This design comes from an exercise in tuning for small area, a short achievable clock period and few clock cycles per item on the open sky130 flow, not from production work.
The RTL was checked by simulation tests, not by an equivalence proof against the original design.
No driver is modelled on the clock port, so clocking that relies on it looks cheaper here than on a real chip.

the reference run:
// OSTop
module OSTop (clk, rstnSys, startSys, MemOutputA0, MemOutputA1, MemOutputA2, MemOutputA3, MemOutputB0, MemOutputB1, MemOutputB2, MemOutputB3, OpC00, OpC01, OpC02, OpC03, OpC10, OpC11, OpC12, OpC13, OpC20, OpC21, OpC22, OpC23, OpC30, OpC31, OpC32, OpC33, BankAddr, start_check);
Size: ~30000 cells after synthesis, about 2600 I/O pins, ~380000 um2 of cells after synthesis.
Settings: LEC_CHECK=0, CAP_MARGIN=20, CELL_PAD_IN_SITES_GLOBAL_PLACEMENT=1, CORE_MARGIN=2, CORE_UTILIZATION=30, PLACE_DENSITY=0.4, SLEW_MARGIN=20, SYNTH_HIERARCHICAL=1; clock period 11.0 ns.
standard.sh (not shown) runs the stock make flow with config.mk's settings and CLKGATE_MAP_FILE= SYNTH_SCRIPT=/design/flow/synth_recipe.tcl, a recipe that flattens the netlist after the stock synthesis.
==> flow/flow/run.sh <==
#!/bin/bash
# Own layout flow: the standard ORFS flow (standard.sh) with these changes to
# how the layout is made:
#  - the timing repair steps run with a larger setup-slack margin
#    (flow/margin.txt), so they aim at a shorter period than constraint.sdc's;
#  - global routing keeps more of met1/met2 free (flow/fastroute.tcl), which
#    leaves room for pin access;
#  - detailed placement keeps empty sites beside the a222oi cells (flow/pad.tcl),
#    whose input pins are hard to reach;
#  - every input and output port gets a buffer as in the standard flow, but
#    the smallest one (buf_1); timing repair resizes it where needed.
# Every tool's output goes to log files in this work folder (flow_make.log and
# ORFS's own logs under orfs/logs).
set -euo pipefail
cd "$(dirname "$0")/.."
W=$PWD
MARGIN=$(cat flow/margin.txt)
bash standard.sh SETUP_SLACK_MARGIN=$MARGIN FASTROUTE_TCL=$W/flow/fastroute.tcl \
  PRE_DETAIL_PLACE_TCL=$W/flow/pad.tcl PRE_CTS_TCL=$W/flow/pad.tcl \
  PRE_GLOBAL_ROUTE_TCL=$W/flow/pregrt.tcl \
  "BUFFER_PORTS_ARGS=-buffer_cell sky130_fd_sc_hd__buf_1" finish > flow_make.log 2>&1 || { tail -50 flow_make.log; exit 1; }
tail -5 flow_make.log
==> flow/flow/fastroute.tcl <==
# Global routing capacity per layer: keep more of met1/met2 free for pin access.
set_global_routing_layer_adjustment met1 0.65
set_global_routing_layer_adjustment met2 0.45
set_global_routing_layer_adjustment met3 0.2
set_global_routing_layer_adjustment met4 0.2
set_global_routing_layer_adjustment met5 0.2
set_routing_layers -clock met3-met5
set_routing_layers -signal met1-met5
==> flow/flow/margin.txt <==
7.2
==> flow/flow/pad.tcl <==
set_placement_padding -masters sky130_fd_sc_hd__a222oi_1 -left 2 -right 2
==> flow/flow/pregrt.tcl <==
source [file join [file dirname [info script]] fastroute.tcl]
source [file join [file dirname [info script]] pad.tcl]
The reference run never completed; the flow aborted with a tool error in global routing.
Testbench counts of the reference run, summed over its fixed seeds: cycles 6,432, items 1,600.
Setup changes, the reference run to the trial run
Settings: CORE_UTILIZATION: 30 -> 28; PLACE_DENSITY: 0.4 -> 0.38.
==> flow/flow/fastroute.tcl <==
# Global routing capacity per layer: keep more of met1/met2 free for pin access.
set_global_routing_layer_adjustment met1 0.62
set_global_routing_layer_adjustment met2 0.42
set_global_routing_layer_adjustment met3 0.2
set_global_routing_layer_adjustment met4 0.2
set_global_routing_layer_adjustment met5 0.2
set_routing_layers -clock met3-met5
set_routing_layers -signal met1-met5
==> flow/flow/margin.txt <==
7.0
Results
The log for the trial run ends in global routing with error GRT-0232, so the run never completed. When the trial run is measured against the reference run, its total placed cells including tap cells turns out 1178 higher. The trial run against the reference run; last weighted congestion value of the routability-driven placer is down slightly. The final reports for the trial run and the reference run show die width higher in the former. Worst slack at placement ended up 0.018 ns higher on the trial run than on the reference run. When the trial run is set beside the reference run, its effective utilization at floorplan turns out to be 2.0 points smaller. | post-synthesis instance area | the trial run vs the reference run | ≈ equal |. In the tables for the reference run and the trial run, buffers inserted during post-CTS setup optimization reads higher with the reference run. The reference run → the trial run: die height grew by about 3.5%; synthesized net count held steady; area of placed instances grew by 0.33%.
